Background: an optimization exercise with open tools, aiming at small area. Do not read the settings as production practice. Where RTL was checked, it was by simulation tests only, not by an equivalence proof against the original. For run 8, only the layout was checked, not whether the RTL still works. The flow treats the clock pin as an ideal source, which a real chip does not have. Power figures rest on the tool's default switching activity, not on a simulated workload.

===== design/flow/config.mk =====
export PLATFORM = sky130hd
export DESIGN_NAME = top_ep4ce6
export DESIGN_NICKNAME = top_ep4ce6
export VERILOG_FILES = /design/flow/design.v
export SDC_FILE = /design/flow/constraint.sdc
export NUM_CORES = 4
export LEC_CHECK = 0
export CAP_MARGIN = 20
export CORE_MARGIN = 2
export CORE_UTILIZATION = 40
export SLEW_MARGIN = 20

===== design/flow/constraint.sdc =====
create_clock -name core_clock -period 20.0 [get_ports {clk50m}]
set_input_delay 4.0000 -clock core_clock [delete_from_list [all_inputs] [get_ports {clk50m}]]
set_output_delay 4.0000 -clock core_clock [all_outputs]
set_load 0.01 [all_outputs]

===== design/flow/design.v =====
module top_ep4ce6 (
                input wire resetn,
                input wire clk50m,
                input wire uart_rx,
                input wire [3:0] sw,
                output wire uart_tx,
                output wire beep_o,
                output wire [4:0] led,
                output wire [7:0] seg7,
                output wire [3:0] seg_cs );
    reg [22:0] c;
    always @(posedge clk50m or negedge resetn)
        if (!resetn) c <= 23'd0;
        else         c <= c + 1'b1;
    reg [7:0] seg;
    always @(*)
        case (c[22:19])
            4'h0 : seg = 8'hc0;
            4'h1 : seg = 8'hf9;
            4'h2 : seg = 8'ha4;
            4'h3 : seg = 8'hb0;
            4'h4 : seg = 8'h99;
            4'h5 : seg = 8'h92;
            4'h6 : seg = 8'h82;
            4'h7 : seg = 8'hf8;
            4'h8 : seg = 8'h80;
            4'h9 : seg = 8'h90;
            4'ha : seg = 8'h88;
            4'hb : seg = 8'h83;
            4'hc : seg = 8'hc6;
            4'hd : seg = 8'ha1;
            4'he : seg = 8'h86;
            4'hf : seg = 8'h8e;
        endcase
    assign seg7   = seg;
    assign seg_cs = 4'b0000;
    assign beep_o = sw[0] & ~(c[7] & c[18] & c[21]);
    reg [18:0] lc;
    reg        ledr;
    wire       lhit = (lc == 19'd239229);
    always @(posedge clk50m or negedge resetn)
        if (!resetn) begin
            lc   <= 19'd478459;
            ledr <= 1'b0;
        end else begin
            lc   <= {lc[17:0], ~(lc[18] ^ lc[17] ^ lc[16] ^ lc[13]) ^ lhit};
            ledr <= ledr ^ lhit;
        end
    assign led = {1'b0, {4{ledr}}};
    localparam [12:0] PM = 13'b1010101010101;
    reg rx0, rx1, rx2, rx3;
    always @(posedge clk50m or negedge resetn)
        if (!resetn) {rx3, rx2, rx1, rx0} <= 4'b0000;
        else         {rx3, rx2, rx1, rx0} <= {rx2, rx1, rx0, uart_rx};
    wire neg_rx = rx3 & rx2 & ~rx1 & ~rx0;
    reg  [12:0] tr;
    wire [12:0] sr = tr ^ PM;
    reg         rx_int;
    wire        clk_bps_r = (sr == 13'd2666);
    always @(posedge clk50m)
        tr <= ((rx_int && sr != 13'd4586) ? {sr[11:0], ~(sr[12] ^ sr[11] ^ sr[10] ^ sr[7])} : 13'd0) ^ PM;
    reg [3:0] n_r;
    reg [7:0] rx_sh;
    wire      r_end  = (n_r == 4'd2);
    wire      r_post = (n_r >= 4'd3) && (n_r <= 4'd6);
    always @(posedge clk50m or negedge resetn)
        if (!resetn)          rx_int <= 1'b0;
        else if (neg_rx)      rx_int <= 1'b1;
        else if (r_end)       rx_int <= 1'b0;
    always @(posedge clk50m or negedge resetn)
        if (!resetn) n_r <= 4'd7;
        else if ((rx_int && clk_bps_r) || r_post || (r_end && !neg_rx)) n_r <= n_r + 1'b1;
        else if (r_end) n_r <= 4'd7;
    always @(posedge clk50m)
        if (rx_int && clk_bps_r && n_r[3]) rx_sh <= {uart_rx, rx_sh[7:1]};
    wire load = (n_r == 4'd5);
    reg  [12:0] tt;
    wire [12:0] st = tt ^ PM;
    reg  [3:0]  n_t;
    wire        tx_en = (n_t != 4'd6);
    wire        clk_bps_t = (st == 13'd2666);
    always @(posedge clk50m)
        tt <= ((tx_en && st != 13'd4586) ? {st[11:0], ~(st[12] ^ st[11] ^ st[10] ^ st[7])} : 13'd0) ^ PM;
    reg [7:0] tx_data;
    reg       tx_r;
    wire      t_end = (n_t == 4'd2);
    always @(posedge clk50m)
        if (load) tx_data <= rx_sh;
    always @(posedge clk50m or negedge resetn)
        if (!resetn) begin
            n_t  <= 4'd6;
            tx_r <= 1'b1;
        end else begin
            if (tx_en && clk_bps_t) begin
                n_t  <= n_t + 1'b1;
                tx_r <= n_t[3] ? tx_data[n_t[2:0]] : ~(n_t == 4'd7);
            end else if (load && (!tx_en || t_end)) n_t <= 4'd7;
            else if (t_end) n_t <= 4'd6;
        end
    assign uart_tx = tx_r;
endmodule

===== design/flow/run.sh =====
#!/bin/bash
# synth_recipe.tcl (not shown) runs the flow's synth.tcl, then flattens the netlist and writes it again
# the make line also repeats each setting of config.mk as NAME=value (left out here)
make -C /OpenROAD-flow-scripts/flow DESIGN_CONFIG=/design/flow/config.mk WORK_HOME=/design/flow/orfs CLKGATE_MAP_FILE= SYNTH_SCRIPT=/design/flow/synth_recipe.tcl finish

==> results.yml, run 1 <==
outcome:
  outcome: "timing/DRC/antenna clean"
power:
  comb_power_share_pct: 10.5
  clkPwrFrac_pct: 31.9
  p_sw_uw: 111
  p_per_area_mw_per_mm2: 89.5
  leakagePower_nw: 1.83
  swShare_pct: 27.7
  p_seq_share_pct: 57.6
  max-vdd-ir-drop_v: 0.0000418
  power.internal_uw: 290
cts:
  cts_root_buf: "clkbuf_8"
  post_cts_buffers: 0
  clk-insertion-delay-late_ps: 370
  cts_sinks: 99
  clk_pin_slew_ps: 120
  cts_tree: "done"
  cts_hold_buf: 0
  cts_made_buffers: 9
  cts_resized: 0
  cts_buffer_depth: 2
  cts-htree-levels: 3
drt:
  antenna_left: 0
  wl_per_cell_um: 12.4
  drc: 0
  firstDrtPassIters: 4
  num_vias: 2272
  totalWireLength_um: 5940
  initialDrtViolationCount: 59
  vias_per_cell: 4.75
floorplanning:
  initial_core_util_pct: 41.2
  ioPinCount: 26
  core_area_mm2: 0.00977
  die_x_um: 104
  core.rowCount: 36
  dieArea_mm2: 0.0109
  fp.dieH_um: 104
grt:
  met1_usage_pct: 16.8
  grt_pass1_vias: 2264
  grt_max_degree: 58
  grt_pass1_wl_um: 10600
  met3_usage_pct: 4.14
  grt_remaining_overflow: 0
  grt_usage_pct: 12.1
  grt_use_met2_pct: 17.3
  busiest_layer: "met2"
  antenna_found_initial: 0
worst_setup_path:
  path_common_cell: "clkdlybuf4s50_1"
  path_class: "in -> out"
  critPathSlowestCell: "clkdlybuf4s50_1"
  rrSetupSlack_ps: 18090
  critPathRequiredTime_ps: 16000
  cp-start-kind: "primary input"
  worst-path-max-fanout: 1
  crit_path_end_kind: "primary output"
  crit_path_max_incr_delay_ps: 570
  crit_chain: "clkdlybuf4s50_1 -> inv_1 -> a31oi_1 -> clkdlybuf4s50_1"
  arrival_ps: 5220
timing:
  slew_headroom_pct: 52.9
  slew_viol_final: 0
  period_needed_ps: 9220
  fin_skew_ps: 19.9
  finalSetupViolCount: 0
  period_share_pct: 46.1
  rsz0062_at_grt: "no"
  final_hold_viol_count: 0
  fmax_ghz: 0.109
  setup_tns_ps: 0
  tightest_slew_ps: 707
synth:
  syn_area_mm2: 0.00403
  yosysMostFrequentCell: "dfrtp_1"
  synthDistinctLibCells: 56
  synth_top_flop_cell: "dfrtp_1"
  synth_seq_area_share_pct: 60.8
  yosys.area.top_type: "dfrtp_1"
  yosys.area.top_type_share_pct: 23.6
  synthXorXnorAreaFrac_pct: 7.17
  synth-compound-area-share_pct: 5.31
  syn_inst: 323
  syn_avg_cell_area_um2: 12.5
  synth.area.top_cells: "dfrtp_1 (24%), dfxtp_1 (13%), dfstp_2 (12%), edfxtp_1 (12%), xnor2_1 (4.8%)"
  synthAdderAreaFrac_pct: 3.72
  synthMuxAreaShare_pct: 2.14
  ys_seq_elements: 99
  synth_top_family_by_area: "simple AND/OR/NAND/NOR gates"
  synthArstFlopShare_pct: 57.6
  yosysWarnings: 1
  synth_edf_count: 16
  synth_common_cells: "dfrtp_1 (38), nand2_1 (31), dfxtp_1 (26)"
  synth-simple-area-share_pct: 17.3
final_layout:
  syn_to_final_growth_pct: 11.1
  fillers: 932
  nNetsFinal: 359
  layout-drive-gt1-share_pct: 15.4
  seq_area_mm2: 0.00245
  multi_input_area_mm2: 0.00146
  final_area_mm2: 0.00448
  num_antenna_cells: 0
  utilization_pct: 45.8
hold_path:
  hold_class: "reg -> reg"
place:
  placed_area_mm2: 0.00428
  routabilityCongestion: 0.794
  portBuffers: 16
  place_hpwl_um: 3930
job:
  cap_violations: 0
-- final cells by class --
cell class	count	area share (%)
multi-input combinational	202	32.6
clock buffer	9	2.76
timing repair buffer	17	3.63
tap	133	3.71
inverter	11	0.922
sequential	99	54.7
clock inverter	7	1.70
-- power groups by stage --
stage / sequential, mW / clock [mW] / combinational [mW]
floorplan: 0.231 / 0 / 0.0336
global placement: 0.234 / 0 / 0.0415
detailed placement: 0.235 / 0 / 0.0418
CTS: 0.231 / 0.133 / 0.0427
global route: 0.234 / 0.142 / 0.0489
finish: 0.231 / 0.128 / 0.0422
-- placed cells by master, fill, tap and decap left out, types with 9 or more instances in the layout --
cell             instances
inv_1                   11
clkbuf_8                 9
clkdlybuf4s50_1         15
xnor2_1                 22
ha_1                    12
nor2_1                  19
xor2_1                  11
nand2_1                 31
dfstp_2                 19
nand3_1                 12
dfrtp_1                 38
edfxtp_1                16
dfxtp_1                 26
-- critical path, delay by kind of cell --
kind	cells	cell delay (ps)
AO/OA/AOI/OAI	1	150
buffers and inverters	3	1070
-- logic make-up (layout without fill, tap and decap cells) --
| family | Yosys count | after routing |
|---|---|---|
| DFF | 99 | 99 |
| xor gates and xnor gates | 33 | 33 |
| buffers and inverters | 26 | 44 |
| muxes | 6 | 6 |
| adders and majority gates | 12 | 12 |
| and+or+nand+nor | 113 | 113 |
| other | 2 | 6 |
| AOI/OAI and AO/OA | 32 | 32 |
-- metrics by stage --
stage | setup slack (ps) | cells | total power, mW | hold WS, ps
floorplan | 11750 | 327 | 0.265 | 346
global placement | 10820 | 462 | 0.276 | 350
detailed placement | 10810 | 462 | 0.277 | 356
CTS | 10790 | 478 | 0.407 | 369
global route | 10750 | 478 | 0.424 | 369
finish | 10780 | 478 | 0.401 | 363
-- sequential cells by signal, summed over array words and instances, names as in the netlist --
name and count:
rx3 1, ledr 1, rx2 1, rx1 1
n_t 4, rx0 1, rx_int 1, tx_data 8
n_r 4, lc 19, tx_r 1, c 23
tt 13, tr 13, rx_sh 8
-- layer usage --
layer	share of wire, %	vias up
met5	0	-
met4	1.5	0
met3	2.7	7
met2	44	24
met1	52	1103
li1	-	1138
-- final timing paths --
path,to,cells past startpoint,startpoint
worst max-delay path,beep_o,4,sw[0]
max in group asynchronous,c[22]$_DFF_PN0_,2,resetn
min in group asynchronous,n_t[0]$_DFFE_PN0P_,2,resetn
worst max register to register,n_t[1]$_DFFE_PN1P_,6,n_t[0]$_DFFE_PN0P_
worst min-delay path,lc[5]$_DFF_PN1_,0,lc[4]$_DFF_PN1_
worst min register to register,lc[5]$_DFF_PN1_,0,lc[4]$_DFF_PN1_
==> run 2: changes to the inputs <==
--- a/design/flow/config.mk
+++ b/design/flow/config.mk
@@ -5,6 +5,7 @@
 export SDC_FILE = /design/flow/constraint.sdc
 export NUM_CORES = 4
 export LEC_CHECK = 0
+export ABC_CLOCK_PERIOD_IN_PS = 1000000
 export CAP_MARGIN = 20
 export CORE_MARGIN = 2
 export CORE_UTILIZATION = 40
==> run 2 against run 1 <==
  * Still clean on timing, DRC and antenna
  * Sequential share of layout area did not move
  * Wire length did not move
  * Maximum frequency did not move
  * Worst hold slack did not move
  * Flip-flop and latch count did not move
  * Core utilization did not move
  * Critical path type unchanged
  * Largest power group unchanged
==> results.yml, run 2 <==
timing:
  tightest_slew_ps: 707
  setup_tns_ps: 0
  whs_ps: 363
  fmax_ghz: 0.109
  finalSetupViolCount: 0
  fin_skew_ps: 19.9
  slew_viol_final: 0
  period_share_pct: 46.1
  slew_headroom_pct: 52.9
  fin_ws_ps: 10780
  final_hold_viol_count: 0
  rsz0062_at_grt: "no"
  period_needed_ps: 9220
drt:
  firstDrtPassIters: 4
  antenna_left: 0
  initialDrtViolationCount: 59
  vias_per_cell: 4.75
  totalWireLength_um: 5940
  wl_per_cell_um: 12.4
  drc: 0
  num_vias: 2272
worst_setup_path:
  path_class: "in -> out"
  path_common_cell: "clkdlybuf4s50_1"
  critPathSlowestCell: "clkdlybuf4s50_1"
  arrival_ps: 5220
  critPathRequiredTime_ps: 16000
  crit_path_max_incr_delay_ps: 570
  crit_chain: "clkdlybuf4s50_1 -> inv_1 -> a31oi_1 -> clkdlybuf4s50_1"
  crit_path_end_kind: "primary output"
  rrSetupSlack_ps: 18090
  worst-path-max-fanout: 1
  critical_path_buf_inv_count: 3
  cp-start-kind: "primary input"
  cp_top_family: "buffers and inverters"
cts:
  clk_pin_slew_ps: 120
  cts_root_buf: "clkbuf_8"
  cts_tree: "done"
  cts-htree-levels: 3
  cts_hold_buf: 0
  cts_sinks: 99
  clk-insertion-delay-late_ps: 370
  cts_made_buffers: 9
  cts_resized: 0
  post_cts_buffers: 0
  cts_buffer_depth: 2
synth:
  synth.area.top_cells: "dfrtp_1 (24%), dfxtp_1 (13%), dfstp_2 (12%), edfxtp_1 (12%), xnor2_1 (4.8%)"
  yosysMostFrequentCell: "dfrtp_1"
  synth_edf_count: 16
  synth_common_cells: "dfrtp_1 (38), nand2_1 (31), dfxtp_1 (26)"
  yosys.area.top_type: "dfrtp_1"
  synth_top_flop_cell: "dfrtp_1"
  syn_avg_cell_area_um2: 12.5
  ys_seq_elements: 99
  synthArstFlopShare_pct: 57.6
  synthDistinctLibCells: 56
  yosysWarnings: 1
  synth_seq_area_share_pct: 60.8
  yosys.area.top_type_share_pct: 23.6
  syn_area_mm2: 0.00403
  syn_inst: 323
grt:
  grt_pass1_vias: 2264
  grt_pass1_wl_um: 10600
  grt_usage_pct: 12.1
  antenna_found_initial: 0
  grt_max_degree: 58
  grt_remaining_overflow: 0
place:
  portBuffers: 16
  dp_cells: 462
  pre_cts_slack_ps: 10810
  place_hpwl_um: 3930
  routabilityCongestion: 0.794
power:
  max-vdd-ir-drop_v: 0.0000418
  leakagePower_nw: 1.83
  p_per_area_mw_per_mm2: 89.5
floorplanning:
  dieArea_mm2: 0.0109
  core.rowCount: 36
  die_x_um: 104
  core_area_mm2: 0.00977
  initial_core_util_pct: 41.2
  fp.dieH_um: 104
  ioPinCount: 26
final_layout:
  layout_common_cells: "dfrtp_1 (38), nand2_1 (31), dfxtp_1 (26)"
  regMostFlops: "c"
  seq_area_mm2: 0.00245
  top_regs: "c x23, lc x19"
  layout-drive-gt1-share_pct: 15.4
  syn_to_final_growth_pct: 11.1
  nNetsFinal: 359
  num_antenna_cells: 0
  largest_reg_flops: 23
  fillers: 932
  multi_input_area_mm2: 0.00146
  stdcell_count: 478
  mostFrequentLayoutCell: "dfrtp_1"
hold_path:
  hold_class: "reg -> reg"
job:
  cap_violations: 0
outcome:
  outcome: "timing/DRC/antenna clean"
run 2: final timing paths:
| path | start | endpoint | cells past startpoint |
|---|---|---|---|
| setup / recovery | sw[0] | beep_o | 4 |
| hold / removal | lc[4]$_DFF_PN1_ | lc[5]$_DFF_PN1_ | 0 |
| setup reg to reg | n_t[0]$_DFFE_PN0P_ | n_t[1]$_DFFE_PN1P_ | 6 |
| hold reg to reg | lc[4]$_DFF_PN1_ | lc[5]$_DFF_PN1_ | 0 |
| max in group asynchronous | resetn | c[22]$_DFF_PN0_ | 2 |
| min in group asynchronous | resetn | n_t[0]$_DFFE_PN0P_ | 2 |
run 2: final cells by class:
type / count / share of cell area (%)
Multi-Input combinational cell: 202 / 32.6
Tap cell: 133 / 3.71
Sequential cell: 99 / 54.7
Inverter: 11 / 0.922
Clock buffer: 9 / 2.76
Clock inverter: 7 / 1.70
Timing Repair Buffer: 17 / 3.63
run 2: cells by family after synthesis:
group	count (synthesis)	synth area share, %
buffers and inverters	26	3.38
flip-flops	99	60.8
multiplexers	6	2.14
adder cells (fa/ha/maj)	12	3.72
AND/OR/NAND/NOR	113	17.3
AO/OA/AOI/OAI	32	5.31
XOR/XNOR	33	7.17
other	2	0.186
run 2: where the power goes:
group	internal (mW)	switching (mW)
Combinational	0.0192	0.0230
Clock	0.0504	0.0775
Sequential	0.220	0.0105
run 2: routing by layer:
layer	track usage (%)	vias to the layer above	share of wire, %
met5	0	-	0
met4	4.63	0	1.5
met3	4.14	7	2.7
met2	17.3	24	44
met1	16.8	1103	52
li1	-	1138	-
run 2: metrics by stage:
stage                     power (mW)  instance area, um2  utilization (%)
after floorplan                0.265                4050                -
after global placement         0.276                4280             43.8
after detailed placement       0.277                4280             43.8
after CTS                      0.407                4480             45.8
after global routing           0.424                4480             45.8
final                          0.401                4480             45.8
==> run 3: changes to the inputs <==
==> design/flow/flow/run.sh (new file) <==
#!/bin/bash
# Standard ORFS layout with a leaner clock tree (no dummy balancing loads)
# and the smallest buffer on the ports.
set -e
cp standard.sh standard_sh_copy.txt
export CTS_ARGS="-sink_clustering_enable -repair_clock_nets -dont_use_dummy_load"
export BUFFER_PORTS_ARGS="-buffer_cell sky130_fd_sc_hd__buf_1"
bash standard.sh finish > standard.log 2>&1
==> design/flow/standard.sh (new file) <==
#!/bin/bash
# synth_recipe.tcl (not shown) runs the flow's synth.tcl, then flattens the netlist and writes it again
# the make line also repeats each setting of config.mk as NAME=value (left out here)
make -C /OpenROAD-flow-scripts/flow DESIGN_CONFIG=/design/flow/config.mk WORK_HOME=/design/flow/orfs CLKGATE_MAP_FILE= SYNTH_SCRIPT=/design/flow/synth_recipe.tcl "${@:-finish}"
--- a/design/flow/config.mk
+++ b/design/flow/config.mk
@@ -5,7 +5,6 @@
 export SDC_FILE = /design/flow/constraint.sdc
 export NUM_CORES = 4
 export LEC_CHECK = 0
-export ABC_CLOCK_PERIOD_IN_PS = 1000000
 export CAP_MARGIN = 20
 export CORE_MARGIN = 2
 export CORE_UTILIZATION = 40
removed: design/flow/run.sh
==> run 3 against run 2 <==
  * Synthesized cell count did not move
  * Core utilization fell by 1.7 points
  * Largest cell class unchanged
  * Critical path depth did not move
  * Highest routed layer unchanged
  * Still clean
==> results.yml, run 3 <==
drt:
  drc: 0
  dr_wl_met2_um: 2540
  totalWireLength_um: 5760
  highest_layer: "met4"
  dr_wl_met3_um: 166
  wl_met1_um: 2910
  wl_per_cell_um: 12.2
  firstDrtPassIters: 5
  vias_per_cell: 4.88
  antenna_left: 0
  num_vias: 2299
  initialDrtViolationCount: 67
timing:
  period_share_pct: 42.0
  final_hold_viol_count: 0
  tightest_slew_ps: 694
  slew_headroom_pct: 53.8
  whs_ps: 360
  finalSetupViolCount: 0
  slew_viol_final: 0
  fmax_ghz: 0.119
  period_needed_ps: 8400
  rsz0062_at_grt: "no"
  fin_skew_ps: 20.7
  setup_tns_ps: 0
worst_setup_path:
  reg2regPathDepth: 6
  worst-path-max-fanout: 1
  r2r-start: "n_t[0]$_DFFE_PN0P_"
  cp-start-kind: "primary input"
  path_class: "in -> out"
  critPathRequiredTime_ps: 16000
  crit_path_end_kind: "primary output"
  rr_endpoint: "n_t[1]$_DFFE_PN1P_"
  arrival_ps: 4400
  rrSetupSlack_ps: 18120
hold_path:
  min-delay-start: "lc[12]$_DFF_PN0_"
  min_path_cells: 0
  hold_class: "reg -> reg"
  hold_path_end: "lc[13]$_DFF_PN0_"
floorplanning:
  ioPinCount: 26
  core_area_mm2: 0.00977
  initial_core_util_pct: 41.2
  dieArea_mm2: 0.0109
  core.rowCount: 36
  fp.dieH_um: 104
  die_x_um: 104
synth:
  synth_edf_count: 16
  synth.area.top_cells: "dfrtp_1 (24%), dfxtp_1 (13%), dfstp_2 (12%), edfxtp_1 (12%), xnor2_1 (4.8%)"
  synthDistinctLibCells: 56
  synth_seq_area_share_pct: 60.8
  ys_seq_elements: 99
  yosys.area.top_type: "dfrtp_1"
  yosys.area.top_type_share_pct: 23.6
  synth_common_cells: "dfrtp_1 (38), nand2_1 (31), dfxtp_1 (26)"
  synth_top_flop_cell: "dfrtp_1"
  yosysMostFrequentCell: "dfrtp_1"
  yosysWarnings: 1
  syn_avg_cell_area_um2: 12.5
  syn_area_mm2: 0.00403
  synthArstFlopShare_pct: 57.6
  syn_inst: 323
place:
  place_hpwl_um: 3890
  portBuffers: 16
  dp_cells: 462
  placed_area_mm2: 0.00419
  routabilityCongestion: 0.771
final_layout:
  top_regs: "c x23, lc x19"
  seq_area_mm2: 0.00245
  mostFrequentLayoutCell: "dfrtp_1"
  layout_common_cells: "dfrtp_1 (38), nand2_1 (31), dfxtp_1 (26)"
  fillers: 917
  final_area_mm2: 0.00431
  regMostFlops: "c"
  largest_reg_flops: 23
  stdcell_count: 471
  nNetsFinal: 359
  multi_input_area_mm2: 0.00146
  syn_to_final_growth_pct: 6.92
  num_antenna_cells: 0
  layout-drive-gt1-share_pct: 13.6
power:
  p_per_area_mw_per_mm2: 85.9
  power_uw: 370
  max-vdd-ir-drop_v: 0.0000312
  leakagePower_nw: 1.76
cts:
  clk-insertion-delay-late_ps: 370
  cts_sinks: 99
  clk_pin_slew_ps: 110
  cts_resized: 0
  post_cts_buffers: 0
  cts_tree: "done"
  cts_root_buf: "clkbuf_8"
  cts-htree-levels: 3
  cts_hold_buf: 0
  cts_made_buffers: 9
  cts_buffer_depth: 2
grt:
  grt_pass1_vias: 2266
  grt_pass1_wl_um: 10400
  grt_usage_pct: 11.7
  antenna_found_initial: 0
  grt_max_degree: 58
  grt_remaining_overflow: 0
outcome:
  outcome: "timing/DRC/antenna clean"
job:
  cap_violations: 0
[run 3: cell count changes in the layout (fill, tap and decap cells not counted), sizes merged]
cell	delta
buf	+14
clkbuf	+1
clkdlybuf4s50	-15
clkinv	-2
inv	-5
[run 3: worst max path at each step]
stage / from / end
after floorplan: sw[0] / beep_o
after global placement: sw[0] / beep_o
after detailed placement: sw[0] / beep_o
after CTS: sw[0] / beep_o
after global routing: sw[0] / beep_o
final: sw[0] / beep_o
[run 3: area by class of cell]
class	instances	area share [%]
sequential	99	56.9
clock buffer	9	2.87
multi-input combinational	202	33.8
inverter	11	0.958
tap	133	3.86
timing repair buffer	17	1.60
[run 3: routing by layer]
layer	track usage (%)	vias up
met5	0	-
met4	6.37	0
met3	2.82	12
met2	17.0	33
met1	16.0	1122
li1	-	1132
[run 3: per-stage QoR]
stage,worst slack [ps],utilization (%)
after floorplan,11750,-
after global placement,11600,42.8
after detailed placement,11610,42.8
after CTS,11600,44.1
after global routing,11560,44.1
final,11600,44.1
[run 3: logic make-up (layout without fill, tap and decap cells)]
group,after synthesis,count (layout),share of synthesized area [%]
compound gates,32,32,5.31
xor+xnor,33,33,7.17
fa+ha+maj,12,12,3.72
buf+inv,26,37,3.38
flops,99,99,60.8
mux,6,6,2.14
other cells,2,6,0.186
simple gates,113,113,17.3
[run 3: where the power goes]
part           internal [mW]  switching [mW]
Combinational         0.0189          0.0227
Clock                 0.0405          0.0576
Sequential             0.221          0.0102
Total                  0.280          0.0906
[run 3: worst max-delay path, stage by stage]
cell	delay, ps
buf_1	70
inv_1	30
a31oi_1	130
buf_1	170
==> run 4: changes to the inputs <==
--- a/design/flow/config.mk
+++ b/design/flow/config.mk
@@ -5,6 +5,7 @@
 export SDC_FILE = /design/flow/constraint.sdc
 export NUM_CORES = 4
 export LEC_CHECK = 0
+export ABC_AREA = 1
 export CAP_MARGIN = 20
 export CORE_MARGIN = 2
 export CORE_UTILIZATION = 40
==> run 4 against run 3 <==
  * Area after synthesis rose by 8.1%
  * Sequential share of layout area fell by 4.2 points
  * First-iteration DRC count rose by 130%
  * Synthesized cell count rose by 43%
  * Via count rose by 26%
  * Critical endpoint unchanged
  * Largest cell class unchanged
==> results.yml, run 4 <==
synth:
  syn_area_mm2: 0.00436
  synth_edf_count: 16
  ys_seq_elements: 99
  synthArstFlopShare_pct: 57.6
  yosysMostFrequentCell: "nand2_1"
  syn_inst: 463
  synth_common_cells: "nand2_1 (94), nor2_1 (54), inv_1 (53)"
  yosys.area.top_type_share_pct: 21.8
  synth_top_flop_cell: "dfrtp_1"
  yosys.area.top_type: "dfrtp_1"
  synth.area.top_cells: "dfrtp_1 (22%), dfxtp_1 (12%), dfstp_2 (11%), edfxtp_1 (11%), nand2_1 (8.1%)"
  yosysWarnings: 1
  synth_seq_area_share_pct: 56.2
  synthDistinctLibCells: 30
  syn_avg_cell_area_um2: 9.42
timing:
  finalSetupViolCount: 0
  slew_viol_final: 0
  fmax_ghz: 0.120
  final_hold_viol_count: 0
  tightest_slew_ps: 715
  period_needed_ps: 8330
  period_share_pct: 41.6
  slew_headroom_pct: 52.2
  setup_tns_ps: 0
  rsz0062_at_grt: "no"
  fin_skew_ps: 26.1
worst_setup_path:
  arrival_ps: 4330
  crit_path_end_kind: "primary output"
  cp-endpoint: "beep_o"
  rr_endpoint: "n_t[2]$_DFFE_PN1P_"
  worst-path-max-fanout: 1
  path_class: "in -> out"
  critPathRequiredTime_ps: 16000
  cp-start-kind: "primary input"
  reg2regPathDepth: 7
  cp-startpoint: "sw[0]"
  r2r-start: "n_r[0]$_DFFE_PN1P_"
  rrSetupSlack_ps: 18040
job:
  cap_violations: 0
place:
  routabilityCongestion: 0.835
  place_hpwl_um: 5000
  portBuffers: 16
power:
  max-vdd-ir-drop_v: 0.0000421
  p_per_area_mw_per_mm2: 80.7
  leakagePower_nw: 2.04
grt:
  grt_pass1_vias: 2766
  grt_pass1_wl_um: 12500
  grt_max_degree: 58
  antenna_found_initial: 0
  grt_usage_pct: 13.4
  grt_remaining_overflow: 0
drt:
  num_vias: 2886
  vias_per_cell: 4.65
  initialDrtViolationCount: 151
  drc: 0
  wl_per_cell_um: 11.3
  antenna_left: 0
  totalWireLength_um: 7000
  firstDrtPassIters: 4
cts:
  cts_tree: "done"
  cts_root_buf: "clkbuf_8"
  clk-insertion-delay-late_ps: 350
  clk_pin_slew_ps: 100
  post_cts_buffers: 0
  cts_buffer_depth: 2
  cts_hold_buf: 0
  cts_sinks: 99
  cts_made_buffers: 9
  cts_resized: 0
  cts-htree-levels: 3
final_layout:
  top_regs: "c x23, lc x19"
  nNetsFinal: 501
  multi_input_area_mm2: 0.00163
  mostFrequentLayoutCell: "nand2_1"
  layout-drive-gt1-share_pct: 11.0
  seq_area_mm2: 0.00245
  syn_to_final_growth_pct: 6.72
  layout_common_cells: "nand2_1 (94), nor2_1 (54), inv_1 (53)"
  regMostFlops: "c"
  utilization_pct: 43.3
  fillers: 1039
  largest_reg_flops: 23
  num_antenna_cells: 0
outcome:
  outcome: "timing/DRC/antenna clean"
floorplanning:
  ioPinCount: 26
  initial_core_util_pct: 40.6
  core_area_mm2: 0.0107
  fp.dieH_um: 108
  dieArea_mm2: 0.0117
  die_x_um: 108
  core.rowCount: 38
hold_path:
  hold_class: "reg -> reg"
[run 4: final cells by class]
cell class	count	area share (%)
clock buffer	9	2.66
inverter	55	4.44
timing repair buffer	17	1.48
sequential	99	52.7
multi-input combinational	300	35.0
tap	140	3.77
[run 4: worst min-delay path by stage]
stage / startpoint / end / slack, ps / depth (start not counted)
after global placement: lc[6]$_DFF_PN1_ / lc[7]$_DFF_PN1_ / 360 / 0
after floorplan: lc[12]$_DFF_PN0_ / lc[13]$_DFF_PN0_ / 350 / 0
after detailed placement: lc[10]$_DFF_PN1_ / lc[11]$_DFF_PN1_ / 360 / 0
after CTS: lc[6]$_DFF_PN1_ / lc[7]$_DFF_PN1_ / 350 / 0
final: lc[6]$_DFF_PN1_ / lc[7]$_DFF_PN1_ / 350 / 0
after global routing: lc[6]$_DFF_PN1_ / lc[7]$_DFF_PN1_ / 350 / 0
[run 4: power breakdown]
part	internal [mW]	total, mW	switching [mW]
sequential	0.220	0.232	0.0118
combinational	0.0164	0.0455	0.0290
clock	0.0405	0.0982	0.0577
total	0.277	0.376	0.0985
[run 4: per-layer routing]
layer	share of wire (%)	vias to the layer above	track usage [%]
li1	-	1497	-
met1	51	1350	18.0
met2	45	32	20.8
met3	2.4	7	3.44
met4	1.4	0	5.04
met5	0	-	0
[run 4: kinds of logic after synthesis]
family,after synthesis,synth area share [%]
xor gates and xnor gates,25,5.02
AOI/OAI and AO/OA,16,1.92
other,2,0.172
buffers and inverters,68,6.80
adders and majority gates,12,3.44
DFF,99,56.2
and+or+nand+nor,241,26.4
[run 4: metrics by stage]
| step | cells | worst slack (ps) | area, um2 | hold WS [ps] | total power [mW] |
|---|---|---|---|---|---|
| 2_1_floorplan | 467 | 11860 | 4370 | 354 | 0.271 |
| 3_3_place_gp | 611 | 11670 | 4530 | 357 | 0.280 |
| 3_5_place_dp | 611 | 11670 | 4530 | 357 | 0.282 |
| 4_1_cts | 620 | 11670 | 4650 | 349 | 0.381 |
| 5_1_grt | 620 | 11640 | 4650 | 346 | 0.398 |
| 6_report | 620 | 11670 | 4650 | 349 | 0.376 |
[run 4: worst max-delay path: stages]
cell and delay [ps]:
buf_1 70, o31ai_1 60, inv_1 60, buf_1 140
==> run 5: changes to the inputs <==
--- a/design/flow/config.mk
+++ b/design/flow/config.mk
@@ -5,7 +5,7 @@
 export SDC_FILE = /design/flow/constraint.sdc
 export NUM_CORES = 4
 export LEC_CHECK = 0
-export ABC_AREA = 1
+export ABC_CLOCK_PERIOD_IN_PS = 1000000
 export CAP_MARGIN = 20
 export CORE_MARGIN = 2
 export CORE_UTILIZATION = 40
==> run 5 against run 4 <==
  * Still clean on timing, DRC and antenna
  * Clock skew fell by 5.4 ps
  * Sequential power barely moved
  * Maximum frequency decreased by 0.87%
  * Register-to-register slack improved by 80 ps
  * Flip-flop and latch count did not move
  * Count of clock-buffer cells in the layout did not move
  * Die area down 7.3%
  * Wire length shrank 18%
  * Cell area fell by 7.3%
  * Via count shrank 20%
  * Sequential share of layout area grew 4.2 points
  * Critical endpoint unchanged
==> results.yml, run 5 <==
floorplanning:
  initial_core_util_pct: 41.2
  fp.dieH_um: 104
  die_x_um: 104
  dieArea_mm2: 0.0109
  core_area_mm2: 0.00977
  core.rowCount: 36
  ioPinCount: 26
synth:
  yosysWarnings: 1
  ys_seq_elements: 99
  yosysMostFrequentCell: "dfrtp_1"
  synthArstFlopShare_pct: 57.6
  synth.area.top_cells: "dfrtp_1 (24%), dfxtp_1 (13%), dfstp_2 (12%), edfxtp_1 (12%), xnor2_1 (4.8%)"
  synth_common_cells: "dfrtp_1 (38), nand2_1 (31), dfxtp_1 (26)"
  synthDistinctLibCells: 56
  synth_seq_area_share_pct: 60.8
  synth_edf_count: 16
  syn_area_mm2: 0.00403
  syn_avg_cell_area_um2: 12.5
  synth_top_flop_cell: "dfrtp_1"
  syn_inst: 323
  yosys.area.top_type: "dfrtp_1"
  yosys.area.top_type_share_pct: 23.6
grt:
  grt_max_degree: 58
  grt_remaining_overflow: 0
  antenna_found_initial: 0
  grt_pass1_wl_um: 10400
  grt_usage_pct: 11.7
  grt_pass1_vias: 2266
drt:
  dr_wl_met3_um: 166
  vias_per_cell: 4.88
  drc: 0
  initialDrtViolationCount: 67
  totalWireLength_um: 5760
  wl_met1_um: 2910
  antenna_left: 0
  num_vias: 2299
  firstDrtPassIters: 5
  highest_layer: "met4"
  wl_per_cell_um: 12.2
  dr_wl_met2_um: 2540
worst_setup_path:
  critical_path_buf_inv_count: 3
  crit_chain: "buf_1 -> inv_1 -> a31oi_1 -> buf_1"
  critPathRequiredTime_ps: 16000
  path_common_cell: "buf_1"
  crit_path_end_kind: "primary output"
  r2r-start: "n_t[0]$_DFFE_PN0P_"
  arrival_ps: 4400
  worst-path-max-fanout: 1
  path_class: "in -> out"
  crit_path_max_incr_delay_ps: 170
  cp_top_family: "buffers and inverters"
  cp-start-kind: "primary input"
  critPathSlowestCell: "buf_1"
  cp-startpoint: "sw[0]"
final_layout:
  utilization_pct: 44.1
  mostFrequentLayoutCell: "dfrtp_1"
  fillers: 917
  layout_common_cells: "dfrtp_1 (38), nand2_1 (31), dfxtp_1 (26)"
  top_regs: "c x23, lc x19"
  nNetsFinal: 359
  seq_area_mm2: 0.00245
  num_antenna_cells: 0
  syn_to_final_growth_pct: 6.92
  largest_reg_flops: 23
  layout-drive-gt1-share_pct: 13.6
  multi_input_area_mm2: 0.00146
  regMostFlops: "c"
timing:
  period_needed_ps: 8400
  slew_headroom_pct: 53.8
  setup_tns_ps: 0
  tightest_slew_ps: 694
  fin_ws_ps: 11600
  rsz0062_at_grt: "no"
  fmax_ghz: 0.119
  finalSetupViolCount: 0
  slew_viol_final: 0
  period_share_pct: 42.0
  whs_ps: 360
  final_hold_viol_count: 0
  fin_skew_ps: 20.7
outcome:
  outcome: "timing/DRC/antenna clean"
hold_path:
  min-delay-start: "lc[12]$_DFF_PN0_"
  hold_class: "reg -> reg"
cts:
  cts_tree: "done"
  clk-insertion-delay-late_ps: 370
  cts_sinks: 99
  cts_resized: 0
  cts_hold_buf: 0
  cts_root_buf: "clkbuf_8"
  cts_made_buffers: 9
  clk_pin_slew_ps: 110
  cts_buffer_depth: 2
  cts-htree-levels: 3
  post_cts_buffers: 0
power:
  p_per_area_mw_per_mm2: 85.9
  max-vdd-ir-drop_v: 0.0000312
  power_uw: 370
  leakagePower_nw: 1.76
place:
  portBuffers: 16
  routabilityCongestion: 0.771
  place_hpwl_um: 3890
  pre_cts_slack_ps: 11610
job:
  cap_violations: 0
## run 5: path summary, 6_finish.rpt
check                                endpoint  slack, ps  cells after the start
setup / recovery                       beep_o      11600                      4
hold / removal               lc[13]$_DFF_PN0_        360                      0
setup reg to reg           n_t[1]$_DFFE_PN1P_      18120                      6
hold reg to reg              lc[13]$_DFF_PN0_        360                      0
max in group asynchronous       rx3$_DFF_PN0_      15740                      2
min in group asynchronous  n_t[3]$_DFFE_PN0P_       3750                      2
## run 5: worst register-to-register path: stages (launching register included)
cell and delay (ps):
dfrtp_1 500, inv_1 80, ha_1 230, and3b_4 220, nor4b_4 380, and2_4 230
mux2i_1 180
## run 5: area by class of cell
cell class | count | area share (%)
sequential | 99 | 56.9
inverter | 11 | 0.958
clock buffer | 9 | 2.87
multi-input combinational | 202 | 33.8
tap | 133 | 3.86
timing repair buffer | 17 | 1.60
## run 5: routing by layer
metal  vias up  global-route usage (%)
li1       1132                       -
met1      1122                    16.0
met3        12                    2.82
met4         0                    6.37
met2        33                    17.0
met5         -                       0
## run 5: per-stage QoR
step	std cells	area (um2)
floorplan	327	4050
detailed placement	462	4190
global route	471	4310
finish	471	4310
CTS	471	4310
global placement	462	4190
## run 5: logic make-up (layout without fill, tap and decap cells)
logic type | count (synthesis) | count (layout) | synth area share [%]
AO/OA/AOI/OAI | 32 | 32 | 5.31
XOR/XNOR | 33 | 33 | 7.17
adder cells (fa/ha/maj) | 12 | 12 | 3.72
buffers and inverters | 26 | 37 | 3.38
flip-flops | 99 | 99 | 60.8
multiplexers | 6 | 6 | 2.14
other | 2 | 6 | 0.186
AND/OR/NAND/NOR | 113 | 113 | 17.3
## run 5: power by group
group / internal, mW / total, mW / switching [mW]
Sequential: 0.221 / 0.231 / 0.0102
Combinational: 0.0189 / 0.0416 / 0.0227
Clock: 0.0405 / 0.0981 / 0.0576
==> run 6: changes to the inputs <==
==> design/flow/flow/run.sh (replaced) <==
#!/bin/bash
# Layout flow: the standard ORFS flow (standard.sh), with two changes to
# how the gates are made, none to the registers:
#  - synthesis maps the logic with an area-oriented ABC script (flow/area.abc)
#    and without the half-adder extraction (ADDER_MAP_FILE empty);
#  - CTS does not add dummy balancing loads, and the ports get the smallest
#    buffer (buf_1) instead of a delay buffer.
# Each tool's output goes to a log file in this folder.
set -euo pipefail
here=$(pwd)
abc_script="$here/flow/area.abc"

# Synthesis script: synth_recipe.tcl with the ABC call redirected to area.abc.
{
  echo "proc abc {args} {"
  echo "  set i [lsearch -exact \$args -script]"
  echo "  if {\$i >= 0} { set args [lreplace \$args \$i [expr {\$i + 1}]] }"
  echo "  set i [lsearch -exact \$args -D]"
  echo "  if {\$i >= 0} { set args [lreplace \$args \$i [expr {\$i + 1}]] }"
  echo "  yosys abc -script $abc_script -D 20000 {*}\$args"
  echo "}"
  cat synth_recipe.tcl
} > area_synth.tcl

sed -e "s#SYNTH_SCRIPT=[^ ]*synth_recipe.tcl#SYNTH_SCRIPT=$here/area_synth.tcl ADDER_MAP_FILE=#" standard.sh > area_standard.sh
grep -q "area_synth.tcl ADDER_MAP_FILE=" area_standard.sh

export CTS_ARGS="-sink_clustering_enable -repair_clock_nets -dont_use_dummy_load"
export BUFFER_PORTS_ARGS="-buffer_cell sky130_fd_sc_hd__buf_1"
bash area_standard.sh finish > orfs_flow.log 2>&1
==> design/flow/flow/area.abc (new file) <==
strash
dc2
strash
&get -n
&dch -f
&nf -R 1000
&put
strash
&get -n
&dch -f
&nf -R 1000
&put
==> design/flow/config.mk (replaced) <==
export PLATFORM = sky130hd
export DESIGN_NAME = top_ep4ce6
export DESIGN_NICKNAME = top_ep4ce6
export VERILOG_FILES = /design/flow/design.v
export SDC_FILE = /design/flow/constraint.sdc
export NUM_CORES = 4
export LEC_CHECK = 0
export CAP_MARGIN = 20
export CORE_MARGIN = 2
export CORE_UTILIZATION = 70
export PLACE_DENSITY = 0.8
export SLEW_MARGIN = 20
==> run 6 against run 5 <==
  * Register-to-register slack lost 1000 ps
  * Flip-flop and latch count is the same
  * Global-route usage grew 9.8 points
  * Via count shrank 4.5%
  * Cell count shrank 17%
  * Sequential share of layout area grew 7.1 points
  * Clock power shrank 2%
  * Total power shrank 7.1%
  * Combinational power shrank about 50%
  * Sequential power shrank 2%
  * Count of clock-buffer cells in the layout is the same
  * Wire length shrank 4.0%
==> results.yml, run 6 <==
timing:
  setup_tns_ps: 0
  rsz0062_at_grt: "no"
  finalSetupViolCount: 0
  tightest_slew_ps: 650
  slew_viol_final: 0
  final_hold_viol_count: 0
  fmax_ghz: 0.118
  slew_headroom_pct: 56.2
  fin_skew_ps: 16.0
  period_share_pct: 42.4
  period_needed_ps: 8480
final_layout:
  layout_common_cells: "nand2_1 (41), dfrtp_1 (38), nor2_1 (31)"
  largest_reg_flops: 23
  layout-drive-gt1-share_pct: 9.63
  syn_to_final_growth_pct: 6.32
  num_antenna_cells: 0
  regMostFlops: "c"
  final_area_mm2: 0.00383
  mostFrequentLayoutCell: "nand2_1"
  top_regs: "c x23, lc x19"
  nNetsFinal: 331
floorplanning:
  initial_core_util_pct: 71.4
  core_area_mm2: 0.00504
  core.rowCount: 26
  fp.dieH_um: 75.7
  dieArea_mm2: 0.00574
  ioPinCount: 26
  die_x_um: 75.7
power:
  p_per_area_mw_per_mm2: 89.9
  max-vdd-ir-drop_v: 0.0000660
  leakagePower_nw: 1.61
place:
  portBuffers: 16
  routabilityCongestion: 0.834
  placed_area_mm2: 0.00371
  place_hpwl_um: 3710
worst_setup_path:
  path_class: "in -> out"
  crit_chain: "buf_1 -> clkinv_1 -> a31oi_1 -> buf_1"
  path_common_cell: "buf_1"
  rr_endpoint: "c[22]$_DFF_PN0_"
  crit_path_max_incr_delay_ps: 170
  cp-start-kind: "primary input"
  crit_path_end_kind: "primary output"
  r2r-start: "c[0]$_DFF_PN0_"
  rrSetupSlack_ps: 17090
  reg2regPathDepth: 10
  arrival_ps: 4480
  worst-path-max-fanout: 1
  critPathRequiredTime_ps: 16000
  critPathSlowestCell: "a31oi_1"
grt:
  grt_pass1_wl_um: 9000
  met3_usage_pct: 6.61
  antenna_found_initial: 0
  grt_remaining_overflow: 0
  grt_max_degree: 36
  grt_pass1_vias: 2033
  grt_usage_pct: 21.4
  grt_use_met2_pct: 35.3
  met1_usage_pct: 26.3
  busiest_layer: "met2"
synth:
  syn_inst: 301
  synthArstFlopShare_pct: 57.6
  synth_edf_count: 16
  yosysMostFrequentCell: "nand2_1"
  yosys.area.top_type_share_pct: 26.4
  synthDistinctLibCells: 36
  synth_top_flop_cell: "dfrtp_1"
  yosys.area.top_type: "dfrtp_1"
  syn_area_mm2: 0.00360
  syn_avg_cell_area_um2: 12.0
  synth.area.top_cells: "dfrtp_1 (26%), dfxtp_1 (14%), dfstp_2 (14%), edfxtp_1 (13%), nand2_1 (4.3%)"
  synth_seq_area_share_pct: 68.0
  ys_seq_elements: 99
  synth_common_cells: "nand2_1 (41), dfrtp_1 (38), nor2_1 (31)"
  yosysWarnings: 1
cts:
  cts_buffer_depth: 2
  post_cts_buffers: 0
  clk-insertion-delay-late_ps: 350
  clk_pin_slew_ps: 80
  cts_resized: 0
  cts_sinks: 99
  cts_tree: "done"
  cts_root_buf: "clkbuf_8"
  cts_hold_buf: 0
  cts-htree-levels: 3
  cts_made_buffers: 9
hold_path:
  hold_class: "reg -> reg"
  min_path_cells: 1
  min-delay-start: "tr[3]$_SDFF_PN0_"
  hold_path_end: "tr[4]$_DFF_P_"
drt:
  totalWireLength_um: 5530
  wl_per_cell_um: 14.1
  firstDrtPassIters: 4
  drc: 0
  vias_per_cell: 5.60
  initialDrtViolationCount: 95
  antenna_left: 0
  num_vias: 2195
job:
  cap_violations: 0
outcome:
  outcome: "timing/DRC/antenna clean"
==> run 6: cell types whose count changed after synthesis, moves of 9 or more <==
cell and delta:
ha_1 -12, nor2_1 +12, a21oi_1 +11, inv_1 -11, nand2_1 +10, xnor2_1 -9
==> run 6: how the worst max path moves through the flow <==
stage               endpoint  slack [ps]   from
finish                beep_o       11520  sw[0]
global route          beep_o       11470  sw[0]
CTS                   beep_o       11530  sw[0]
detailed placement    beep_o       11530  sw[0]
global placement      beep_o       11590  sw[0]
floorplan             beep_o       11730  sw[0]
==> run 6: logic make-up after synthesis <==
| family | after synthesis | synth area share (%) |
|---|---|---|
| multiplexers | 2 | 0.556 |
| AO/OA/AOI/OAI | 45 | 7.43 |
| buffers and inverters | 15 | 2.61 |
| flip-flops | 99 | 68.0 |
| AND/OR/NAND/NOR | 112 | 14.8 |
| XOR/XNOR | 26 | 6.32 |
| other | 2 | 0.208 |
==> run 6: layout make-up <==
cell class | count | area [um2]
inverters | 5 | 18.8
multi-input cells | 191 | 1070
flip-flops and latches | 99 | 2450
repair buffers | 18 | 76.3
well taps | 70 | 87.6
fillers | 328 | 1210
clock buffers | 9 | 124
==> run 6: where the power goes <==
| group | switching, mW | total (mW) | internal [mW] |
|---|---|---|---|
| combinational | 0.0103 | 0.0206 | 0.0103 |
| sequential | 0.00957 | 0.227 | 0.217 |
| clock | 0.0562 | 0.0966 | 0.0404 |
| total | 0.0761 | 0.344 | 0.268 |
==> run 6: stage by stage <==
step	total power, mW	util [%]	std cells	hold WS (ps)	worst slack [ps]
floorplan	0.245	-	305	353	11730
global placement	0.250	73.5	383	355	11590
detailed placement	0.252	73.5	383	357	11530
CTS	0.349	76.0	392	368	11530
global route	0.359	76.0	392	380	11470
finish	0.344	76.0	392	371	11520
==> run 6: critical path: cells and delay by family <==
kind	cells	cell delay [ps]
compound gates	1	170
buf+inv	3	300
==> run 6: per-layer routing <==
| metal | wire, um | up-vias |
|---|---|---|
| li1 | - | 1076 |
| met4 | 87 | 0 |
| met3 | 155 | 9 |
| met1 | 2460 | 1080 |
| met2 | 2820 | 30 |
| met5 | 0 | - |
==> run 7: changes to the inputs <==
--- a/design/flow/config.mk
+++ b/design/flow/config.mk
@@ -7,6 +7,5 @@
 export LEC_CHECK = 0
 export CAP_MARGIN = 20
 export CORE_MARGIN = 2
-export CORE_UTILIZATION = 70
-export PLACE_DENSITY = 0.8
+export CORE_UTILIZATION = 40
 export SLEW_MARGIN = 20
==> run 7 against run 6 <==
  * Critical path depth unchanged
  * Sequential power about the same
  * Core utilization decreased by 31 points
  * First-iteration DRC count increased by 22%
  * Cell count increased by 9.7%
  * Non-clock buffer count unchanged
  * Maximum frequency increased by 0.74%
  * Clock power increased by 2%
  * Flip-flop and latch count unchanged
  * Worst setup slack improved by 62 ps
  * Combinational power decreased by 5%
  * Cell area increased by 1.2%
  * Largest cell class unchanged
  * Largest power group unchanged
==> results.yml, run 7 <==
outcome:
  outcome: "timing/DRC/antenna clean"
timing:
  final_hold_viol_count: 0
  fin_ws_ps: 11580
  tightest_slew_ps: 733
  period_share_pct: 42.1
  slew_headroom_pct: 50.6
  setup_tns_ps: 0
  period_needed_ps: 8420
  rsz0062_at_grt: "no"
  fin_skew_ps: 19.0
  whs_ps: 371
  slew_viol_final: 0
  fmax_ghz: 0.119
  finalSetupViolCount: 0
synth:
  syn_area_mm2: 0.00360
  ys_seq_elements: 99
  synthArstFlopShare_pct: 57.6
  synth_common_cells: "nand2_1 (41), dfrtp_1 (38), nor2_1 (31)"
  yosysMostFrequentCell: "nand2_1"
  synthDistinctLibCells: 36
  synth_top_flop_cell: "dfrtp_1"
  yosys.area.top_type: "dfrtp_1"
  synth.area.top_cells: "dfrtp_1 (26%), dfxtp_1 (14%), dfstp_2 (14%), edfxtp_1 (13%), nand2_1 (4.3%)"
  synth_edf_count: 16
  syn_avg_cell_area_um2: 12.0
  yosys.area.top_type_share_pct: 26.4
  syn_inst: 301
  synth_seq_area_share_pct: 68.0
  yosysWarnings: 1
worst_setup_path:
  critPathRequiredTime_ps: 16000
  crit_path_end_kind: "primary output"
  arrival_ps: 4420
  cp-start-kind: "primary input"
  reg2regPathDepth: 10
  r2r-start: "c[0]$_DFF_PN0_"
  path_class: "in -> out"
  worst-path-max-fanout: 1
  cp-startpoint: "sw[0]"
grt:
  antenna_found_initial: 0
  grt_pass1_vias: 2016
  grt_pass1_wl_um: 9160
  grt_usage_pct: 11.7
  grt_max_degree: 58
  grt_remaining_overflow: 0
final_layout:
  final_area_mm2: 0.00388
  largest_reg_flops: 23
  seq_area_mm2: 0.00245
  layout-drive-gt1-share_pct: 9.63
  top_regs: "c x23, lc x19"
  multi_input_area_mm2: 0.00107
  syn_to_final_growth_pct: 7.64
  mostFrequentLayoutCell: "nand2_1"
  regMostFlops: "c"
  nNetsFinal: 331
  layout_common_cells: "nand2_1 (41), dfrtp_1 (38), nor2_1 (31)"
  num_antenna_cells: 0
  fillers: 804
cts:
  cts_hold_buf: 0
  clk-insertion-delay-late_ps: 360
  cts_buffer_depth: 2
  cts_made_buffers: 9
  clk_pin_slew_ps: 90
  cts_tree: "done"
  cts_root_buf: "clkbuf_8"
  post_cts_buffers: 0
  cts-htree-levels: 3
  cts_sinks: 99
  cts_resized: 0
drt:
  wl_per_cell_um: 12.1
  vias_per_cell: 4.99
  antenna_left: 0
  totalWireLength_um: 5220
  drc: 0
  initialDrtViolationCount: 116
  num_vias: 2145
  firstDrtPassIters: 4
place:
  place_hpwl_um: 3380
  routabilityCongestion: 0.784
  pre_cts_slack_ps: 11580
  portBuffers: 16
  placed_area_mm2: 0.00375
floorplanning:
  core.rowCount: 34
  ioPinCount: 26
  initial_core_util_pct: 41.3
  core_area_mm2: 0.00872
  fp.dieH_um: 98.9
  die_x_um: 98.9
  dieArea_mm2: 0.00978
hold_path:
  min_path_cells: 0
  hold_class: "reg -> reg"
  min-delay-start: "lc[12]$_DFF_PN0_"
job:
  cap_violations: 0
power:
  p_per_area_mw_per_mm2: 88.8
  leakagePower_nw: 1.61
  max-vdd-ir-drop_v: 0.0000630
run 7: cell counts after synthesis:
No cell type changed its count.
run 7: cells by family (layout without fill, tap and decap cells):
group	count (synthesis)	in the layout	synth area share [%]
mux	2	2	0.556
buf+inv	15	32	2.61
compound gates	45	45	7.43
flops	99	99	68.0
other cells	2	6	0.208
xor+xnor	26	26	6.32
simple gates	112	112	14.8
run 7: area by class of cell:
type                       count  share of cell area [%]
inverter                       5                   0.484
tap                          108                    3.49
timing repair buffer          18                    1.97
multi-input combinational    191                    27.7
clock buffer                   9                    3.19
sequential                    99                    63.2
run 7: report_power, final:
group	leakage [nW]	total, mW	internal, mW	switching [mW]
clock	0.0647	0.0981	0.0404	0.0577
combinational	0.494	0.0195	0.0103	0.00924
sequential	1.05	0.227	0.217	0.00922
total	1.61	0.344	0.268	0.0761
run 7: path summary, 6_finish.rpt:
check                                           to  slack, ps
worst max-delay path                        beep_o      11580
worst min-delay path              lc[13]$_DFF_PN0_        370
worst max register to register     c[22]$_DFF_PN0_      17110
worst min register to register    lc[13]$_DFF_PN0_        370
max in group asynchronous       n_t[0]$_DFFE_PN0P_      15750
min in group asynchronous          c[16]$_DFF_PN0_       3760
run 7: metrics by stage:
stage          power (mW)  utilization (%)  std cells
2_1_floorplan       0.245                -        305
3_3_place_gp        0.250             43.0        421
3_5_place_dp        0.251             43.0        421
4_1_cts             0.350             44.5        430
5_1_grt             0.360             44.5        430
6_report            0.344             44.5        430
run 7: layer usage:
metal	global-route usage, %	routed length [um]
met5	0	0
met4	5.06	82
met3	4.04	188
met2	16.8	2300
met1	16.1	2650
run 7: critical path: stages:
cell,delay (ps)
buf_1,70
clkinv_1,50
a31oi_1,130
buf_1,170
==> run 8: changes to the inputs <==
--- a/design/flow/design.v
+++ b/design/flow/design.v
@@ -50,8 +50,10 @@
     localparam [12:0] PM = 13'b1010101010101;
     reg rx0, rx1, rx2, rx3;
     always @(posedge clk50m or negedge resetn)
-        if (!resetn) {rx3, rx2, rx1, rx0} <= 4'b0000;
-        else         {rx3, rx2, rx1, rx0} <= {rx2, rx1, rx0, uart_rx};
+        if (!resetn) {rx2, rx1, rx0} <= 3'b000;
+        else         {rx2, rx1, rx0} <= {rx1, rx0, uart_rx};
+    always @(posedge clk50m)
+        rx3 <= rx2;
     wire neg_rx = rx3 & rx2 & ~rx1 & ~rx0;
     reg  [12:0] tr;
     wire [12:0] sr = tr ^ PM;
@@ -59,7 +61,8 @@
     wire        clk_bps_r = (sr == 13'd2666);
     always @(posedge clk50m)
         tr <= ((rx_int && sr != 13'd4586) ? {sr[11:0], ~(sr[12] ^ sr[11] ^ sr[10] ^ sr[7])} : 13'd0) ^ PM;
-    reg [3:0] n_r;
+    reg [3:0] n_rs;                  
+    wire [3:0] n_r = n_rs ^ 4'd7;
     reg [7:0] rx_sh;
     wire      r_end  = (n_r == 4'd2);
     wire      r_post = (n_r >= 4'd3) && (n_r <= 4'd6);
@@ -68,15 +71,16 @@
         else if (neg_rx)      rx_int <= 1'b1;
         else if (r_end)       rx_int <= 1'b0;
     always @(posedge clk50m or negedge resetn)
-        if (!resetn) n_r <= 4'd7;
-        else if ((rx_int && clk_bps_r) || r_post || (r_end && !neg_rx)) n_r <= n_r + 1'b1;
-        else if (r_end) n_r <= 4'd7;
+        if (!resetn) n_rs <= 4'd0;
+        else if ((rx_int && clk_bps_r) || r_post || (r_end && !neg_rx)) n_rs <= (n_r + 1'b1) ^ 4'd7;
+        else if (r_end) n_rs <= 4'd0;
     always @(posedge clk50m)
         if (rx_int && clk_bps_r && n_r[3]) rx_sh <= {uart_rx, rx_sh[7:1]};
     wire load = (n_r == 4'd5);
     reg  [12:0] tt;
     wire [12:0] st = tt ^ PM;
-    reg  [3:0]  n_t;
+    reg  [3:0]  n_ts;                
+    wire [3:0]  n_t = n_ts ^ 4'd6;
     wire        tx_en = (n_t != 4'd6);
     wire        clk_bps_t = (st == 13'd2666);
     always @(posedge clk50m)
@@ -88,14 +92,14 @@
         if (load) tx_data <= rx_sh;
     always @(posedge clk50m or negedge resetn)
         if (!resetn) begin
-            n_t  <= 4'd6;
+            n_ts <= 4'd0;
             tx_r <= 1'b1;
         end else begin
             if (tx_en && clk_bps_t) begin
-                n_t  <= n_t + 1'b1;
+                n_ts <= (n_t + 1'b1) ^ 4'd6;
                 tx_r <= n_t[3] ? tx_data[n_t[2:0]] : ~(n_t == 4'd7);
-            end else if (load && (!tx_en || t_end)) n_t <= 4'd7;
-            else if (t_end) n_t <= 4'd6;
+            end else if (load && (!tx_en || t_end)) n_ts <= 4'd1;
+            else if (t_end) n_ts <= 4'd0;
         end
     assign uart_tx = tx_r;
 endmodule
--- a/design/flow/flow/run.sh
+++ b/design/flow/flow/run.sh
@@ -3,8 +3,12 @@
 # how the gates are made, none to the registers:
 #  - synthesis maps the logic with an area-oriented ABC script (flow/area.abc)
 #    and without the half-adder extraction (ADDER_MAP_FILE empty);
-#  - CTS does not add dummy balancing loads, and the ports get the smallest
-#    buffer (buf_1) instead of a delay buffer.
+#  - CTS does not add dummy balancing loads, and after CTS each clock buffer
+#    is downsized where the register clock pins keep a slew well below the
+#    limit (flow/downsize_clock.tcl);
+#  - the ports get the smallest buffer (buf_1) instead of a delay buffer;
+#  - the constant outputs share synthesis's single tie-low/tie-high cell
+#    (SKIP_REPAIR_TIE_FANOUT).
 # Each tool's output goes to a log file in this folder.
 set -euo pipefail
 here=$(pwd)
@@ -27,4 +31,6 @@
 
 export CTS_ARGS="-sink_clustering_enable -repair_clock_nets -dont_use_dummy_load"
 export BUFFER_PORTS_ARGS="-buffer_cell sky130_fd_sc_hd__buf_1"
+export POST_CTS_TCL="$here/flow/downsize_clock.tcl"
+export SKIP_REPAIR_TIE_FANOUT=1
 bash area_standard.sh finish > orfs_flow.log 2>&1
==> design/flow/flow/downsize_clock.tcl (new file) <==
# POST_CTS hook: try a smaller cell for each clock buffer CTS placed and keep
# it only if every register clock pin still sees a slew below the limit
# (placement parasitics, with a margin for the routed layout).
set clk_slew_limit 0.105
proc clk_max_slew {} {
  estimate_parasitics -placement
  set mx 0
  foreach p [get_pins -hierarchical */CLK] {
    set s [get_property $p slew_max]
    if {$s > $mx} { set mx $s }
  }
  return $mx
}
set db [ord::get_db]
set before [clk_max_slew]
puts "downsize_clock: max clock pin slew before [format %.4f $before]"
set bufs {}
foreach inst [[ord::get_db_block] getInsts] {
  set m [[$inst getMaster] getName]
  if {[string match "sky130_fd_sc_hd__clkbuf_*" $m] && [string match "clkbuf_*" [$inst getName]]} {
    lappend bufs $inst
  }
}
foreach inst $bufs {
  set orig [[$inst getMaster] getName]
  foreach smaller {sky130_fd_sc_hd__clkbuf_2 sky130_fd_sc_hd__clkbuf_4} {
    if {$smaller eq $orig} { break }
    $inst swapMaster [$db findMaster $smaller]
    set s [clk_max_slew]
    if {$s <= $clk_slew_limit} {
      puts "downsize_clock: [$inst getName] $orig -> $smaller (max slew [format %.4f $s])"
      break
    }
    $inst swapMaster [$db findMaster $orig]
  }
}
puts "downsize_clock: max clock pin slew after [format %.4f [clk_max_slew]]"
detailed_placement
==> run 8 against run 7 <==
  * Sequential share of layout area rose by 0.35 points
  * Core utilization shrank 0.44 points
  * Worst setup slack gained 1.9 ps
  * Combinational power up 140%
  * Flip-flop and latch count did not move
  * Area after synthesis shrank 0.21%
  * Count of clock-buffer cells in the layout unchanged
  * Critical path type unchanged
  * Critical endpoint unchanged
  * Largest cell class unchanged
==> results.yml, run 8 <==
grt:
  grt_max_degree: 57
  grt_pass1_wl_um: 9100
  grt_remaining_overflow: 0
  grt_usage_pct: 11.5
  antenna_found_initial: 0
  grt_pass1_vias: 2063
synth:
  synth_top_flop_cell: "dfrtp_1"
  synth_edf_count: 16
  syn_area_mm2: 0.00359
  synthArstFlopShare_pct: 56.6
  yosysMostFrequentCell: "dfrtp_1"
  yosys.area.top_type: "dfrtp_1"
  syn_avg_cell_area_um2: 12.4
  synth.area.top_cells: "dfrtp_1 (29%), dfxtp_1 (15%), edfxtp_1 (13%), dfstp_2 (10%), xor2_1 (3.7%)"
  synthDistinctLibCells: 39
  synth_seq_area_share_pct: 67.9
  syn_inst: 290
  ys_seq_elements: 99
  synth_common_cells: "dfrtp_1 (42), nor2_1 (33), nand2_1 (31)"
  yosysWarnings: 1
  yosys.area.top_type_share_pct: 29.2
final_layout:
  stdcell_count: 414
  utilization_pct: 44.0
  num_antenna_cells: 0
  largest_reg_flops: 23
  layout_common_cells: "dfrtp_1 (42), nor2_1 (33), nand2_1 (31)"
  fillers: 820
  top_regs: "c x23, lc x19"
  syn_to_final_growth_pct: 6.79
  mostFrequentLayoutCell: "dfrtp_1"
  regMostFlops: "c"
  layout-drive-gt1-share_pct: 9.15
  nNetsFinal: 315
  final_area_mm2: 0.00384
drt:
  initialDrtViolationCount: 112
  totalWireLength_um: 4990
  wl_met1_um: 2460
  drc: 0
  firstDrtPassIters: 4
  dr_wl_met3_um: 186
  highest_layer: "met4"
  antenna_left: 0
  num_vias: 2054
  vias_per_cell: 4.96
  wl_per_cell_um: 12.1
  dr_wl_met2_um: 2300
timing:
  fin_skew_ps: 32.2
  tightest_slew_ps: 950
  fin_ws_ps: 11590
  finalSetupViolCount: 0
  slew_headroom_pct: 36.5
  rsz0062_at_grt: "no"
  final_hold_viol_count: 0
  fmax_ghz: 0.119
  setup_tns_ps: 0
  period_share_pct: 42.1
  slew_viol_final: 0
  period_needed_ps: 8410
  whs_ps: 360
cts:
  cts_tree: "done"
  clk-insertion-delay-late_ps: 510
  cts_sinks: 99
  clk_pin_slew_ps: 90
power:
  leakagePower_nw: 1.59
  max-vdd-ir-drop_v: 0.0000556
  power_uw: 386
  p_per_area_mw_per_mm2: 101
floorplanning:
  fp.dieH_um: 98.8
  die_x_um: 98.8
  initial_core_util_pct: 41.2
  core.rowCount: 34
  ioPinCount: 26
  dieArea_mm2: 0.00976
  core_area_mm2: 0.00872
worst_setup_path:
  arrival_ps: 4410
  path_common_cell: "buf_1"
  crit_path_max_incr_delay_ps: 170
  worst-path-max-fanout: 1
  critPathSlowestCell: "buf_1"
  path_class: "in -> out"
  cp-start-kind: "primary input"
  crit_chain: "buf_1 -> clkinv_1 -> a31oi_1 -> buf_1"
  crit_path_end_kind: "primary output"
  critPathRequiredTime_ps: 16000
outcome:
  outcome: "timing/DRC/antenna clean"
place:
  place_hpwl_um: 3320
  portBuffers: 16
  dp_cells: 405
  placed_area_mm2: 0.00373
  routabilityCongestion: 0.852
  pre_cts_slack_ps: 11580
job:
  cap_violations: 0
hold_path:
  hold_class: "reg -> reg"
==> run 8: cell count changes in the layout (fill, tap and decap cells not counted), sizes merged, moves of 3 or more <==
| cell | delta |
|---|---|
| a21oi | -5 |
| a31o | +3 |
| a31oi | -3 |
| conb | -4 |
| dfrtp | +4 |
| dfstp | -5 |
| nand2 | -10 |
| nand2b | +3 |
| nand3b | +3 |
| o21a | -3 |
| o21ai | -3 |
==> run 8: final cells by class <==
class	instances	area, um2	share of cell area, %
clock buffer	9	109	2.84
multi-input combinational	177	1070	27.9
tap	108	135	3.52
inverter	4	15.0	0.391
sequential	99	2440	63.6
timing repair buffer	17	68.8	1.79
==> run 8: critical path: cells and delay by family <==
kind	cells	cell delay [ps]
compound gates	1	120
buf+inv	3	290
==> run 8: path summary, 6_finish.rpt <==
kind	startpoint	end	slack (ps)	cells past startpoint
max	sw[0]	beep_o	11590	4
min	lc[5]$_DFF_PN1_	lc[6]$_DFF_PN1_	360	0
max reg2reg	c[0]$_DFF_PN0_	c[22]$_DFF_PN0_	16910	11
min reg2reg	lc[5]$_DFF_PN1_	lc[6]$_DFF_PN1_	360	0
max in group asynchronous	resetn	n_ts[2]$_DFFE_PN0P_	15920	2
min in group asynchronous	resetn	c[13]$_DFF_PN0_	3600	2
==> run 8: cell families (layout without fill, tap and decap cells) <==
logic type             count (synthesis)  after routing  synth area share [%]
multiplexers                           3              3                  1.57
AO/OA/AOI/OAI                         31             31                  5.29
flip-flops                            99             99                  67.9
XOR/XNOR                              28             28                  6.82
AND/OR/NAND/NOR                      113            113                  15.7
other                                  2              2                 0.209
buffers and inverters                 14             30                  2.51
==> run 8: where the power goes <==
group          switching [mW]  leakage (nW)  internal [mW]
sequential             0.0183          1.06          0.232
clock                  0.0549        0.0591         0.0343
combinational          0.0248         0.474         0.0226
total                  0.0980          1.59          0.289
==> run 8: layer usage <==
metal	GRT usage, %	vias to the layer above
li1	-	1022
met1	15.1	998
met2	18.1	27
met3	3.83	7
met4	3.58	0
met5	0	-

[port drivers added, routing unchanged]
The results above use ideal ports. As a check the final layouts listed here were re-extracted and re-timed, cells and wires unchanged. Step 1, drivers: a clkbuf_16 drives clk50m and a buf_2 each remaining input, both assumed. Step 2, shift: input delay + t, output delay - t, t = (earliest + latest rising clock arrival at the registers) / 2. This alone moves slack from input paths to output paths. Three values: ideal, step 1, step 2; two values: the first two.
run | shift t [ns] | setup slack, ns | worst register clock-pin slew, ns | worst data-port slew with drivers (ns)
run 1 | 0.391 | 10.783 / 10.762 / 10.762 | 0.12 / 0.12 | 0.03
run 2 | 0.391 | 10.783 / 10.762 / 10.762 | 0.12 / 0.12 | 0.03
run 3 | 0.377 | 11.602 / 11.581 / 11.581 | 0.11 / 0.11 | 0.03
run 4 | 0.370 | 11.675 / 11.651 / 11.651 | 0.10 / 0.10 | 0.03
run 5 | 0.377 | 11.602 / 11.581 / 11.581 | 0.11 / 0.11 | 0.03
run 6 | 0.367 | 11.522 / 11.497 / 11.497 | 0.08 / 0.08 | 0.03
run 7 | 0.379 | 11.584 / 11.558 / 11.558 | 0.09 / 0.09 | 0.03
run 8 | 0.524 | 11.585 / 11.563 / 11.563 | 0.09 / 0.09 | 0.03
After both steps setup and hold are still met in every run listed. For run 7, which loses most, drivers alone change the setup slack by -0.026 ns; drivers and shift together by -0.026 ns.
